This design comes from an exercise in tuning for small area and a short achievable clock period on the open sky130 flow, not from production work.
No functional check of the RTL was part of this run.
Power is estimated from default activity; no workload was simulated.

--- flow/config.mk ---
export PLATFORM = sky130hd
export DESIGN_NAME = Pipeline_CPU
export DESIGN_NICKNAME = Pipeline_CPU
export VERILOG_FILES = /design/flow/design.v
export SDC_FILE = /design/flow/constraint.sdc
export NUM_CORES = 8
export LEC_CHECK = 0
export CAP_MARGIN = 20
export CORE_MARGIN = 2
export CORE_UTILIZATION = 30
export SLEW_MARGIN = 20
--- flow/run.sh ---
#!/bin/bash
# synth_recipe.tcl (not shown) runs the flow's synth.tcl, then flattens the netlist and writes it again
# the make line also repeats each setting of config.mk as NAME=value (left out here)
make -C /OpenROAD-flow-scripts/flow DESIGN_CONFIG=/design/flow/config.mk WORK_HOME=/design/flow/orfs CLKGATE_MAP_FILE= SYNTH_SCRIPT=/design/flow/synth_recipe.tcl finish
--- flow/design.v ---
module ALU( op_i, funct_i, shamt_i, imm_i, rs_i, rt_i, result_o, cond_o );
input  [5:0]  op_i;
input  [5:0]  funct_i;
input  [4:0]  shamt_i;
input  [15:0] imm_i;
input  [31:0] rs_i;
input  [31:0] rt_i;
output [31:0] result_o;
output        cond_o;
wire r    = op_i == 6'b000000;
wire addi = op_i == 6'b001000;
wire lw   = op_i == 6'b100011;
wire sw   = op_i == 6'b101011;
wire beq  = op_i == 6'b000100;
wire bne  = op_i == 6'b000101;
wire blt  = op_i == 6'b000110;
wire bgez = op_i == 6'b000001;
wire jr   = r & (funct_i == 6'b001000);
wire rr   = r & ~jr;
reg [3:0] aop;
always @(*) begin
  if (addi | lw | sw) aop = 4'b0010;
  else if (beq)       aop = 4'b0110;
  else if (bne)       aop = 4'b0111;
  else if (rr) begin
    case (funct_i)
      6'b100000: aop = 4'b0010;
      6'b100010: aop = 4'b0110;
      6'b100100: aop = 4'b0000;
      6'b100101: aop = 4'b0001;
      6'b100111: aop = 4'b1100;
      6'b101010: aop = 4'b0111;
      6'b000000: aop = 4'b0001;
      6'b000010: aop = 4'b0000;
      6'b000100: aop = 4'b0011;
      6'b000110: aop = 4'b0010;
      default:   aop = 4'b0000;
    endcase
  end
  else aop = 4'b0000;
end
wire [31:0] se = {{16{imm_i[15]}}, imm_i};
wire [31:0] b  = (addi | lw | sw) ? se : bgez ? 32'd0 : rt_i;
wire [31:0] x = rs_i ^ {32{aop[3]}};
wire [31:0] y = b ^ {32{aop[2]}};
wire [31:0] sum = x + y + {31'd0, aop[2]};
reg  [31:0] alu;
always @(*) begin
  case (aop[1:0])
    2'b00: alu = x & y;
    2'b01: alu = x | y;
    2'b10: alu = sum;
    default: alu = {31'd0, sum[31]};
  endcase
end
wire zero = alu == 32'd0;
wire shift = rr & (funct_i == 6'b000000 || funct_i == 6'b000010);
wire [31:0] shl = rt_i << shamt_i;
wire [31:0] shr = rt_i >> shamt_i;
wire lui = ~(rr | addi | lw | sw | beq | bne | blt | bgez);    
assign result_o = lui ? {imm_i, 16'd0} : shift ? (funct_i[1] ? shr : shl) : alu;
assign cond_o = bne ? ~zero : blt ? alu[0] : bgez ? ~alu[0] : zero;
endmodule
module Reg_File( clk_i, rst_n, RSaddr_i, RTaddr_i, Wrtaddr_i, Wrtdata_i, RegWrite_i, RSdata_o, RTdata_o );
input           clk_i;
input           rst_n;
input           RegWrite_i;
input  [5-1:0]  RSaddr_i;
input  [5-1:0]  RTaddr_i;
input  [5-1:0]  Wrtaddr_i;
input  [32-1:0] Wrtdata_i;
output reg [32-1:0] RSdata_o;
output reg [32-1:0] RTdata_o;
reg [31:0] r [0:31];
wire [31:0] wd = rst_n ? Wrtdata_i : 32'd0;
genvar g;
generate
  for (g = 0; g < 32; g = g + 1) begin : regs
    wire we = ~rst_n | (RegWrite_i & (Wrtaddr_i == g));
    wire [31:0] d = (g == 29) ? {wd[31:8], wd[7] | ~rst_n, wd[6:0]} : wd;
    always @(posedge clk_i)
      if (we) r[g] <= d;
  end
endgenerate
integer i;
always @(*) begin
  RSdata_o = 32'd0;
  RTdata_o = 32'd0;
  for (i = 0; i < 32; i = i + 1) begin
    RSdata_o = RSdata_o | (r[i] & {32{RSaddr_i == i}});
    RTdata_o = RTdata_o | (r[i] & {32{RTaddr_i == i}});
  end
end
endmodule
module Pipeline_CPU( clk_i, rst_n, imem_addr_o, imem_data_i,
                     dmem_addr_o, dmem_wdata_o, dmem_we_o, dmem_re_o, dmem_rdata_i );
input         clk_i;
input         rst_n;
output [31:0] imem_addr_o;
input  [31:0] imem_data_i;
output [31:0] dmem_addr_o;
output [31:0] dmem_wdata_o;
output        dmem_we_o;
output        dmem_re_o;
input  [31:0] dmem_rdata_i;
reg  [31:2] pc;
reg  [31:2] mem_target;
wire        pcsrc;
wire [31:2] pc4 = pc + 30'd1;
always @(posedge clk_i or negedge rst_n)
  if (!rst_n) pc <= 30'd0;
  else        pc <= pcsrc ? mem_target : pc4;
assign imem_addr_o = {pc, 2'b00};
reg [31:0] id_intr;
reg [31:2] id_pc4;
always @(posedge clk_i)
  if (!rst_n) begin
    id_intr <= 32'd0;
    id_pc4  <= 30'd0;
  end else begin
    id_intr <= imem_data_i;
    id_pc4  <= pc4;
  end
reg [31:26] ex_op;
reg [25:0]  ex_f;
reg [31:2]  ex_pc4;
always @(posedge clk_i) begin
  if (!rst_n) ex_op <= 6'b000010;
  else        ex_op <= id_intr[31:26];
  ex_f   <= id_intr[25:0];
  ex_pc4 <= id_pc4;
end
wire [4:0] ex_rs_a = ex_f[25:21];
wire [4:0] ex_rt_a = ex_f[20:16];
wire [4:0] ex_rd_a = ex_f[15:11];
wire [15:0] ex_imm = ex_f[15:0];
wire e_r    = ex_op == 6'b000000;
wire e_lw   = ex_op == 6'b100011;
wire e_sw   = ex_op == 6'b101011;
wire e_beq  = ex_op == 6'b000100;
wire e_bne  = ex_op == 6'b000101;
wire e_j    = ex_op == 6'b000010;
wire e_jal  = ex_op == 6'b000011;
wire e_blt  = ex_op == 6'b000110;
wire e_bgez = ex_op == 6'b000001;
wire e_jr   = e_r & (ex_f[5:0] == 6'b001000);
wire e_branch = e_beq | e_bne | e_blt | e_bgez;
wire e_regwrite = ~(e_sw | e_beq | e_bne | e_j | e_jr | e_blt | e_bgez);
wire [4:0] e_wr = e_r ? ex_rd_a : e_jal ? 5'd31 : ex_rt_a;
wire [31:0] rs_val, rt_val;
reg         wb_regwrite;
reg  [4:0]  wb_wr;
reg  [31:0] wb_data;
Reg_File RF(
  .clk_i(clk_i), .rst_n(rst_n),
  .RSaddr_i(ex_rs_a), .RTaddr_i(ex_rt_a),
  .Wrtaddr_i(wb_wr), .Wrtdata_i(wb_data), .RegWrite_i(wb_regwrite),
  .RSdata_o(rs_val), .RTdata_o(rt_val)
);
wire [31:0] e_result;
wire        e_cond;
ALU ALU1(
  .op_i(ex_op), .funct_i(ex_f[5:0]), .shamt_i(ex_f[10:6]), .imm_i(ex_imm),
  .rs_i(rs_val), .rt_i(rt_val), .result_o(e_result), .cond_o(e_cond)
);
wire [31:2] e_target = ex_pc4 + {{14{ex_imm[15]}}, ex_imm};
reg        mem_re, mem_we, mem_regwrite, mem_cond;
reg [4:0]  mem_wr;
reg [31:0] mem_result, mem_rt;
always @(posedge clk_i) begin
  if (!rst_n) begin
    mem_re <= 1'b0;
    mem_we <= 1'b0;
    mem_regwrite <= 1'b0;
  end else begin
    mem_re <= e_lw;
    mem_we <= e_sw;
    mem_regwrite <= e_regwrite;
  end
  mem_cond   <= e_cond;
  mem_wr     <= e_wr;
  mem_result <= e_result;
  mem_rt     <= rt_val;
  mem_target <= e_target;
end
assign pcsrc = e_branch & mem_cond;
assign dmem_addr_o  = mem_result;
assign dmem_wdata_o = mem_rt;
assign dmem_re_o    = mem_re;
assign dmem_we_o    = mem_we;
always @(posedge clk_i) begin
  if (!rst_n) wb_regwrite <= 1'b0;
  else        wb_regwrite <= mem_regwrite;
  wb_wr   <= mem_wr;
  wb_data <= mem_re ? dmem_rdata_i : mem_result;
end
endmodule
--- flow/constraint.sdc ---
create_clock -name core_clock -period 20.0 [get_ports {clk_i}]
set_input_delay 4.0000 -clock core_clock [delete_from_list [all_inputs] [get_ports {clk_i}]]
set_output_delay 4.0000 -clock core_clock [all_outputs]
set_load 0.01 [all_outputs]
==> run notes <==
The clock latency at the later pin of the worst-skew pair was 0.83 ns. The tools report the largest clock skew in the final design as 0.06440 ns. In the post-synthesis netlist, the biggest area contributors are sky130_fd_sc_hd__edfxtp_1, sky130_fd_sc_hd__a22oi_1, sky130_fd_sc_hd__dfxtp_1, sky130_fd_sc_hd__mux2i_1, sky130_fd_sc_hd__ha_1. The total of buffers placed on input and output ports was 161; the number of vias per cell after detailed routing was 6.549.

In this run the worst path has a maximum fanout of 18. The number of gates resized after CTS was 0. The setup check on the worst reg-to-reg path leaves a slack of 10.49 ns. The capturing element of the worst setup path is mem_cond. On the worst path, the slowest cell contributes a delay of 1.00 ns. In this run, synthesis inferred 1024 flip-flops with an integrated enable. The layout overhead on the synthesized area is 17.15%, and the share of synthesized registers carrying an async set or reset is 0.02274.

The number of flip-flops and latches in the synthesized netlist came out at 1319. The cell taking the most area after synthesis was sky130_fd_sc_hd__edfxtp_1. Dividing the synthesized area by the synthesized cell count gives 12.19 um^2. Before antenna repair, the detailed router went through 10 iterations. The floorplan step defined a die boundary enclosing 203000 um^2. TritonCTS built the clock tree.

For the finished layout, the period the worst path requires is 9.512 ns. The clock passes through at most 3 buffers. The post-route DRC violation count was 0; the data required time at the worst endpoint was 20.71 ns.

Among the stages of the critical path, the cell type that occurs most often is sky130_fd_sc_hd__nor4_1. The worst setup path is launched from a register. The worst register-to-register path has a depth of 26.

The tools report the deepest level of the CTS H-tree as 4. In the synthesized netlist, the number of instances is 4908. The Yosys step of the flow raised 4 warnings. Routability-driven placement finished with a final weighted congestion of 0.9959. The capture instance of the worst register-to-register path is mem_cond. Setup violations remaining at the end of the flow were counted as 0.

Clock root buffer: sky130_fd_sc_hd__clkbuf_16. The clock net in this run drives a total of 1319 sinks. The number of hold violations in the final report is 0, and the largest voltage drop on the vdd net is 0.00009207 V. For the number of nets in the finished design, the log shows 5188. The global-route usage over all layers is 0.2798, and the total wirelength of the detailed-routed design is 294500 um. The tools report the post-detailed-route count of antenna-violating nets as 0. After clock tree synthesis, the setup repair step added 0 buffers.

Global routing finished with a remaining overflow of 0. The detailed router finished its first iteration with 9940 violations. The launch point of the worst reg-to-reg path was ex_f[16]. Number of buffers inserted for hold repair after clock tree synthesis: 0. For the initial antenna violation count, the log shows 19.

Transition at the pin with the smallest max-transition slack: 1.329 ns. The fraction of layout cells with a size suffix above 1 was 0.1105. The commonest cells after synthesis are sky130_fd_sc_hd__edfxtp_1, sky130_fd_sc_hd__a22oi_1, sky130_fd_sc_hd__nand2_1, sky130_fd_sc_hd__clkbuf_1, sky130_fd_sc_hd__dfxtp_1. After routing the design area is 70090 um^2. The floorplan has 163 rows. The highest-delay cell along the critical path was sky130_fd_sc_hd__nor4_1. In this run the cell area measured after placement is 65450 um^2.

Among all cell types in the netlist, the one instantiated most often is sky130_fd_sc_hd__edfxtp_1. Based on the critical path, the design can be clocked at up to 105.1 MHz. The cell area that synthesis handed to floorplanning was 59830 um^2. The tools report the initial core utilization as 0.3024. The leading register cell type out of synthesis was sky130_fd_sc_hd__edfxtp_1. Register area share after synthesis: 0.6152. The path class of the tightest hold or removal check is reg -> reg.

The normalized max-slew margin is 0.1057. The tools report the maximum number of pins on one net before global-route repair as 71. Power spread over the standard cell area amounts to 104.7 nW/um^2. The tools report the beginning of the critical path as ex_f[16]. The detailed-route via count came out at 50968. The share of the clock period used by the worst path after layout is 0.4756. The run finished with no timing, DRC or antenna violations. From left edge to right edge, the die measures 450.6 um.

Max-cap violations in this run came to 0. For this design the static power due to leakage is 24.99 nW. After detailed routing, the average wire length per cell comes to 37.84 um. The critical path in this run is classified as reg -> reg. The final max-slew violation count is 0, and the area share of the largest cell type after synthesis is 0.5139. The I/O pin count is 164.

After synthesis, the netlist uses 92 different library cells. In the final timing run, aggregate negative setup slack is 0 ns. In this run the vertical extent of the chip is 450.6 um. The first global-routing pass estimated 398000 um of wire. Setup repair after global routing left no endpoint under its margin.

The via count of the first global-routing pass is 47962. The endpoint kind of the worst setup timing path is a register. The HPWL after detailed placement is 170800 um. The clock transition at the registers of the reported paths came out at 0.07 ns.

STA puts the critical path data arrival time at 10.22 ns. In this run the standard cell core region covers 197800 um^2. For the total CTS buffers, the log shows 136.
[cell families after synthesis]
| kind of cell | after synthesis | synth area share |
|---|---|---|
| buffers and inverters | 437 | 0.02832 |
| flip-flops | 1319 | 0.6152 |
| XOR/XNOR | 123 | 0.01801 |
| other | 1 | 0.00006268 |
| adder cells (fa/ha/maj) | 96 | 0.02033 |
| AO/OA/AOI/OAI | 1502 | 0.1814 |
| multiplexers | 179 | 0.03152 |
| AND/OR/NAND/NOR | 1251 | 0.1052 |
[through the flow]
| stage | hold WS, ns | worst slack (ns) | util | power, mW | std cells |
|---|---|---|---|---|---|
| 2_1_floorplan | 0.3096 | 13.68 | - | 4.096 | 4909 |
| 3_3_place_gp | 0.3098 | 11.04 | 0.3308 | 4.712 | 7525 |
| 3_5_place_dp | 0.3121 | 11.01 | 0.3309 | 4.709 | 7525 |
| 4_1_cts | 0.3227 | 10.94 | 0.3536 | 7.287 | 7770 |
| 5_1_grt | 0.3258 | 10.37 | 0.3542 | 7.530 | 7774 |
| 6_report | 0.3194 | 10.49 | 0.3543 | 7.341 | 7783 |
[layout by cell type (no fill, tap or decap), types with 133 or more instances in the layout]
cell type	synthesis	layout
sky130_fd_sc_hd__clkbuf_16	0	139
sky130_fd_sc_hd__o21ai_0	165	133
sky130_fd_sc_hd__clkdlybuf4s50_1	0	160
sky130_fd_sc_hd__nor2_1	210	153
sky130_fd_sc_hd__nand3_1	216	215
sky130_fd_sc_hd__nand2_1	311	311
sky130_fd_sc_hd__a21oi_1	137	135
sky130_fd_sc_hd__dfxtp_1	265	259
sky130_fd_sc_hd__edfxtp_1	1024	1024
sky130_fd_sc_hd__a22oi_1	815	815
sky130_fd_sc_hd__buf_4	8	149
[power breakdown]
part | leakage (nW) | internal (mW) | switching, mW
Clock | 2.20 | 1.46 | 1.16
Sequential | 13.1 | 3.27 | 0.215
Combinational | 9.68 | 0.415 | 0.817
[worst max-delay path: cells and delay by family, from the launching register on]
family	cells	cell delay [ns]
compound gates	11	2.53
fa+ha+maj	1	0.43
buf+inv	1	0.45
mux	1	0.14
flops	1	0.63
simple gates	12	5.22
[state kept, by name, summed over array words and instances (netlist names), 32 cells and up]
register and flops:
mem_rt 32, mem_result 32, id_intr 32, RF.r 1024
wb_data 32
[routing by layer]
layer	track usage	wire, um	share of wire
met3	0.1396	50610	0.17
met1	0.3423	102600	0.35
met5	0.01847	573	0.0019
met2	0.3932	117700	0.40
met4	0.1612	23020	0.078
[cell type report]
type / instances / area (um^2)
fill: 19092 / 127700
sequential: 1319 / 36820
multi-input combinational: 3153 / 22280
clock buffer: 170 / 3705
tap: 2640 / 3303
timing repair buffer: 312 / 2766
clock inverter: 75 / 802.0
inverter: 104 / 390.4
antenna: 10 / 25.02
[worst min-delay path by stage]
stage,from,end,cells after the start
floorplan,id_intr[0],ex_f[0],0
global placement,id_pc4[24],ex_pc4[24],0
detailed placement,id_intr[24],ex_f[24],0
CTS,id_intr[14],ex_f[14],0
global route,id_pc4[16],ex_pc4[16],0
finish,id_pc4[16],ex_pc4[16],0

-- static timing again, ports no longer ideal --
How much do the figures lean on ideal ports? The routed layout below was timed once more, with nothing changed but the port constraints. Step 1 sets driving cells, clkbuf_16 on the clock port and buf_2 on the other inputs (assumed; they add their load-dependent delay and slew). Step 2 times the ports against the registers' clock, not the clock port: input delays grow and output delays shrink by t, the midpoint of the rising clock arrivals with the driver on. a / b / c = no drivers / after step 1 / after step 2; a / b = the first two.
t, ns: 0.891
setup WS [ns]: 10.488 / 10.488 / 10.488
clock arrival spread, ns: 0.065 / 0.065
worst data-port slew with drivers (ns): 0.07
After both steps setup and hold are still met in this run. The setup slack of this run moves by 0.000 ns with the drivers and by 0.000 ns with both steps.
